Context: an optimization exercise on an open-source flow, tuned for small area. The choices shown serve that exercise and are no tape-out recipe. In this exercise RTL edits were held to simulation tests only and were not proved equivalent to the original. No activity file was given, so power comes from the tool's default toggle rates.

run A:
==> flow/design.v <==
module Clock(clk, reset, tick1, tick2);
input clk, reset;
output tick1, tick2;
reg [5:0] p;
reg [8:0] q;
assign tick1 = ~p[0] & p[1] & p[2] & ~p[3] & p[4];
assign tick2 = ~q[0] & q[1] & q[3] & ~q[4] & q[6] & q[7] & q[8];
always @(posedge clk or posedge reset) begin
    if (reset) begin
        p <= 6'b010001;
        q <= 9'b101101011;
    end else begin
        p <= {p[4:0], p[5] ^ p[0] ^ tick1};
        q <= {q[7:0], q[8] ^ q[3] ^ tick2};
    end
end
endmodule
module counter(clk, tick2, reset, sec_chuc, sec_dv, min_chuc, min_dv, hour_chuc, hour_dv);
input clk, tick2, reset;
output [3:0] sec_chuc, sec_dv, min_chuc, min_dv, hour_chuc, hour_dv;
reg [2:0] sc, mc;
reg [3:0] sd, md, hd;
reg [1:0] hc;
assign sec_chuc = {1'b0, sc};
assign sec_dv = sd;
assign min_chuc = {1'b0, mc};
assign min_dv = md;
assign hour_chuc = {2'b00, hc};
assign hour_dv = hd;
wire sd9 = (sd == 4'd9);
wire sc5 = (sc == 3'd5);
wire md9 = (md == 4'd9);
wire mc5 = (mc == 3'd5);
wire hwrap = (hc == 2'd2) && (hd == 4'd3);
wire hd9 = (hd == 4'd9);
always @(posedge clk or posedge reset) begin
    if (reset) begin
        sc <= 0; sd <= 0; mc <= 0; md <= 0; hc <= 0; hd <= 0;
    end else if (tick2) begin
        begin
            sd <= sd9 ? 4'd0 : sd + 4'd1;
            if (sd9) begin
                sc <= sc5 ? 3'd0 : sc + 3'd1;
                if (sc5) begin
                    md <= md9 ? 4'd0 : md + 4'd1;
                    if (md9) begin
                        mc <= mc5 ? 3'd0 : mc + 3'd1;
                        if (mc5) begin
                            if (hwrap) begin
                                hc <= 2'd0; hd <= 4'd0;
                            end else begin
                                hd <= hd9 ? 4'd0 : hd + 4'd1;
                                if (hd9) hc <= hc + 2'd1;
                            end
                        end
                    end
                end
            end
        end
    end
end
endmodule
module tm1638(clk, tick1, tick2, reset, stb, dio, sclk, data_check,
              sec_chuc, sec_dv, min_chuc, min_dv, hour_chuc, hour_dv);
input clk, tick1, tick2, reset;
output stb, dio, sclk;
output [7:0] data_check;
input [3:0] sec_chuc, sec_dv, min_chuc, min_dv, hour_chuc, hour_dv;
reg [2:0] g;
reg [1:0] s;
reg [3:0] u;
reg [3:0] sample;    
reg [2:0] lsc;       
reg [3:0] lsd;
reg roll;            
wire inbyte = ~s[1];
wire [2:0] b = u[3:1];
reg [3:0] x;
always @* begin
    case (g)
        3'd0: x = sec_chuc;
        3'd1: x = sec_dv;
        3'd2: x = min_chuc;
        3'd3: x = min_dv;
        3'd4: x = hour_chuc;
        3'd5: x = hour_dv;
        default: x = 4'd0;
    endcase
end
wire min0 = (min_chuc == 4'd0) && (min_dv == 4'd0);
wire hour0 = (hour_chuc == 4'd0) && (hour_dv == 4'd0);
reg [3:0] lx;
always @* begin
    case (g)
        3'd0: lx = {1'b0, lsc};
        3'd1: lx = lsd;
        3'd2: lx = (roll && min_dv == 4'd0) ? ((x == 4'd0) ? 4'd5 : x - 4'd1) : x;
        3'd3: lx = roll ? ((x == 4'd0) ? 4'd9 : x - 4'd1) : x;
        3'd4: lx = (roll && min0 && hour_dv == 4'd0) ? ((x == 4'd0) ? 4'd2 : x - 4'd1) : x;
        3'd5: lx = (roll && min0) ? ((x == 4'd0) ? (hour0 ? 4'd3 : 4'd9) : x - 4'd1) : x;
        default: lx = 4'd0;
    endcase
end
reg [7:0] cmd;
always @* begin
    case (g)
        3'd7: cmd = 8'h44;
        3'd6: cmd = 8'h8f;
        default: cmd = {4'hc, g, 1'b0};
    endcase
end
wire [7:0] dseg, cseg;
sseg sseg_d(lx, dseg);
sseg sseg_c(sample, cseg);
wire [7:0] byte_out = s[0] ? dseg : cmd;
assign stb = s[1] & ((u == 4'd0) | ((g == 3'd6) & (u == 4'd1)));
assign sclk = ~(inbyte & ~u[0]);
assign dio = inbyte ? byte_out[b] : (s[1] & (g == 3'd6) & (u == 4'd0));
assign data_check = s[1] ? 8'h00 : (s[0] ? cseg : cmd);
wire start_next = s[1] & (g == 3'd6) & (u == 4'd1);
always @(posedge clk or posedge reset) begin
    if (reset) begin
        g <= 3'd6; s <= 2'd2; u <= 4'd1;
    end else if (tick1) begin
        if (inbyte) begin
            u <= u + 4'd1;
            if (u == 4'd15)
                s <= (s[0] | g[2] & g[1]) ? 2'd2 : 2'd1;
        end else begin
            if ((u[0] & (g != 3'd6)) | u[1]) begin
                u <= 4'd0; s <= 2'd0; g <= g + 3'd1;
            end else
                u <= u + 4'd1;
        end
    end
end
always @(posedge clk) begin
    if (tick1) begin
        sample <= x;
        if (start_next) begin
            lsc <= sec_chuc[2:0];
            lsd <= sec_dv;
            roll <= 1'b0;
        end
    end else if (tick2 && sec_chuc == 4'd5 && sec_dv == 4'd9)
        roll <= 1'b1;
end
endmodule
module sseg(d, seg);
input [3:0] d;
output [7:0] seg;
assign seg[0] = d[3] | d[1] | ~(d[2] ^ d[0]);
assign seg[1] = ~d[2] | ~(d[1] ^ d[0]);
assign seg[2] = d[2] | ~d[1] | d[0];
assign seg[3] = d[3] | (~d[2] & ~d[0]) | (~d[2] & d[1]) | (d[1] & ~d[0]) | (d[2] & ~d[1] & d[0]);
assign seg[4] = ~d[0] & (~d[2] | d[1]);
assign seg[5] = d[3] | (~d[1] & ~d[0]) | (d[2] & ~d[1]) | (d[2] & ~d[0]);
assign seg[6] = d[3] | (d[2] ^ d[1]) | (d[1] & ~d[0]);
assign seg[7] = 1'b0;
endmodule
module mainblock(clk_50M, reset, dio, sclk, stb, data_check, sec_chuc, sec_dv, min_chuc, min_dv, hour_chuc, hour_dv);
input clk_50M, reset;
output wire [3:0] sec_chuc, sec_dv, min_chuc, min_dv, hour_chuc, hour_dv;
output wire dio, stb, sclk;
output wire [7:0] data_check;
wire tick1, tick2;
Clock Clock(clk_50M, reset, tick1, tick2);
tm1638 tm1638(clk_50M, tick1, tick2, reset, stb, dio, sclk, data_check, sec_chuc, sec_dv, min_chuc, min_dv, hour_chuc, hour_dv);
counter counter(clk_50M, tick2, reset, sec_chuc, sec_dv, min_chuc, min_dv, hour_chuc, hour_dv);
endmodule
Settings: LEC_CHECK=0, ABC_AREA=1, CAP_MARGIN=20, CORE_MARGIN=2, CORE_UTILIZATION=40, SLEW_MARGIN=20; clock period 20.0 ns.
standard.sh (not shown) runs the stock make flow with config.mk's settings and CLKGATE_MAP_FILE= SYNTH_SCRIPT=/design/flow/synth_recipe.tcl, a recipe that flattens the netlist after the stock synthesis.
==> flow/flow/run.sh <==
#!/bin/bash
# Own layout flow: the standard synthesis, then its combinational logic
# re-mapped by ABC for area (registers kept as they are), then the standard
# layout with small port buffers. Each tool's output goes to a log here.
set -u
W=$(pwd)
R=$W/orfs/results/$FLOW_PLATFORM/mainblock/base
LIB=$FLOW_HOME/platforms/sky130hd/lib/sky130_fd_sc_hd__tt_025C_1v80.lib
YOSYS=$(command -v yosys || echo $FLOW_HOME/../tools/install/yosys/bin/yosys)

bash standard.sh synth > $W/log_1_standard_synth.log 2>&1 || exit 1
cp $R/1_2_yosys.v $W/std_1_2_yosys.v

sed -e "s|@LIB@|$LIB|g" -e "s|@IN@|$W/std_1_2_yosys.v|g" -e "s|@OUT@|$W/resynth.v|g" \
    -e "s|@ABC@|$W/flow/area.abc|g" $W/flow/resynth.ys > $W/resynth.ys
if timeout 600 $YOSYS -s $W/resynth.ys > $W/log_2_resynth.log 2>&1 \
   && python3 $W/flow/sameregs.py $W/std_1_2_yosys.v $W/resynth.v > $W/log_3_sameregs.log 2>&1; then
    cp $W/resynth.v $R/1_2_yosys.v
    rm -f $R/1_synth.odb
    echo "using the re-mapped netlist" >> $W/log_3_sameregs.log
else
    echo "keeping the standard netlist" >> $W/log_3_sameregs.log
fi

export BUFFER_PORTS_ARGS="-buffer_cell sky130_fd_sc_hd__buf_1"
[ -f $W/flow/env.sh ] && source $W/flow/env.sh
bash standard.sh finish > $W/log_4_standard_finish.log 2>&1 || exit 1
==> flow/flow/area.abc <==
strash
&get -n
&deepsyn -T 20
&put
&get -n
&dch -f
&nf -R 1000
&put
==> flow/flow/env.sh <==
# clock tree: one cluster of all registers, no dummy loads
export CTS_ARGS="-root_buf sky130_fd_sc_hd__clkbuf_16 -buf_list sky130_fd_sc_hd__clkbuf_16 -sink_clustering_enable -sink_clustering_size 60 -sink_clustering_max_diameter 500 -dont_use_dummy_load -repair_clock_nets"
==> flow/flow/resynth.ys <==
read_liberty -ignore_miss_func -ignore_miss_dir @LIB@
read_verilog @IN@
hierarchy -top mainblock
setattr -mod -set keep_hierarchy 1 sky130_fd_sc_hd__df* sky130_fd_sc_hd__edf* sky130_fd_sc_hd__sdf* sky130_fd_sc_hd__dl*
flatten
rename -hide w:*.*
select mainblock
opt -purge
abc -liberty @LIB@ -dont_use *lpflow* -dont_use *probe* -script @ABC@
opt_clean -purge
setundef -zero
splitnets
opt_clean -purge
hilomap -hicell sky130_fd_sc_hd__conb_1 HI -locell sky130_fd_sc_hd__conb_1 LO
opt_clean -purge
write_verilog -noattr -nohex -nodec -selected @OUT@
==> flow/flow/sameregs.py <==
# Check that two netlists hold the same registers: same instance names and cell types.
import re, sys
def regs(path):
    t = open(path).read()
    return sorted(re.findall(r'^\s*(sky130_fd_sc_hd__(?:df|edf|sdf|dl)\w*)\s+(\S+)\s*\(', t, re.M))
a, b = regs(sys.argv[1]), regs(sys.argv[2])
print(len(a), "registers in the standard netlist,", len(b), "in the re-mapped one")
if a != b or not a:
    print("registers differ")
    sys.exit(1)
print("same registers")
## Diff of input files: run B against run A
diff --git a/flow/flow/run.sh b/flow/flow/run.sh
--- a/flow/flow/run.sh
+++ b/flow/flow/run.sh
@@ -25,3 +25,2 @@
 export BUFFER_PORTS_ARGS="-buffer_cell sky130_fd_sc_hd__buf_1"
-[ -f $W/flow/env.sh ] && source $W/flow/env.sh
 bash standard.sh finish > $W/log_4_standard_finish.log 2>&1 || exit 1
removed: flow/flow/env.sh
Notes after the runs:
The total of clock buffers placed in the layout number comes out higher for run B vs run A.
On final worst slack, run B does worse than run A.
Width of the chip: run A vs run B identical
Est. power | run B vs run A | run B lower
Run B: synthesis-to-finish area growth is 0.42 points lower than what run A reported.
Relative to run A, post-route cell area has gone down in run B.
Looking at run A and run B, the total routing resource utilization after global routing is a wash.
--- input diff run B..run C ---
diff --git a/flow/flow/run.sh b/flow/flow/run.sh
--- a/flow/flow/run.sh
+++ b/flow/flow/run.sh
@@ -15,3 +15,3 @@
     -e "s|@ABC@|$W/flow/area.abc|g" $W/flow/resynth.ys > $W/resynth.ys
-if timeout 600 $YOSYS -s $W/resynth.ys > $W/log_2_resynth.log 2>&1 \
+if timeout 600 $YOSYS -c /dev/null -s $W/resynth.ys > $W/log_2_resynth.log 2>&1 \
    && python3 $W/flow/sameregs.py $W/std_1_2_yosys.v $W/resynth.v > $W/log_3_sameregs.log 2>&1; then
[summary]
In terms of worst hold slack, run B and run C differ only marginally.
The higher synthesized cell count came out of run C.
Run B ended up with registers as its largest cell class by area; run C ended up with multi-input gates.
Looking at the reports, run C completed the entire flow and the layout it produced met the timing, design-rule and antenna checks.
Run B completed end to end with timing, DRC and antenna clean.
Going from run B to run C, the height of the chip was found to have gone up by about 18%.
Changes observed in run C relative to run B: non-clock buffer total of the final layout moved down, wire length after detailed routing moved up, share of the clock period used by the worst path moved down, first-iteration DRC count moved up.
Overall track demand over capacity in global routing (run C over run B): increase, 1.2 points
Summary of run C over run B: peak supply drop dropped about 18%, global-route wire length before repair climbed 4900 µm, via count climbed about 50%.
Relative to run C, the following input files were edited for run D:
==> flow/run.sh (new file) <==
#!/bin/bash
# synth_recipe.tcl (not shown) runs the flow's synth.tcl, then flattens the netlist and writes it again
# the make line also repeats each setting of config.mk as NAME=value (left out here)
make -C /OpenROAD-flow-scripts/flow DESIGN_CONFIG=/design/flow/config.mk WORK_HOME=/design/flow/orfs CLKGATE_MAP_FILE= SYNTH_SCRIPT=/design/flow/synth_recipe.tcl finish
removed: flow/flow/run.sh
removed: flow/flow/area.abc
removed: flow/flow/resynth.ys
removed: flow/flow/sameregs.py
removed: flow/standard.sh
==> comparison <==
Compared with run C, run D shows a higher utilization. Run D -> run C: footprint of the flip-flops and latches delta 0, exact match. Measured against each other, run D and run C differ in total global-route track usage, the higher figure coming from run D. Looking at run D and run C, the reported max-cap violation count is a wash.

==> what the ideal ports hide <==
The flow's constraints put no driver on any port. The routed layouts listed below were extracted and timed again, unchanged, in two steps. Step 1 (the two cells are an assumption about what drives the block):
set clk [get_ports {clk_50M}]
set_driving_cell -lib_cell sky130_fd_sc_hd__clkbuf_16 $clk
set_driving_cell -lib_cell sky130_fd_sc_hd__buf_2 [delete_from_list [all_inputs] $clk]
Step 2, shift: input delay + t, output delay - t, t = (earliest + latest rising clock arrival at the registers) / 2. This alone moves slack from input paths to output paths. Slacks: ideal ports / drivers / drivers and shift; pairs: ideal ports / drivers.
| run | shift t [ns] | setup slack, ns | worst setup path at the end | worst register clock-pin slew, ns |
|---|---|---|---|---|
| run A | 0.321 | 11.630 / 11.597 / 11.918 | register to output | 0.08 / 0.08 |
| run B | 0.341 | 11.556 / 11.528 / 11.868 | register to output | 0.11 / 0.11 |
| run C | 0.343 | 11.920 / 11.890 / 12.232 | register to output | 0.11 / 0.11 |
| run D | 0.348 | 11.521 / 11.489 / 11.838 | register to output | 0.11 / 0.11 |
After both steps every run listed still meets setup and hold.
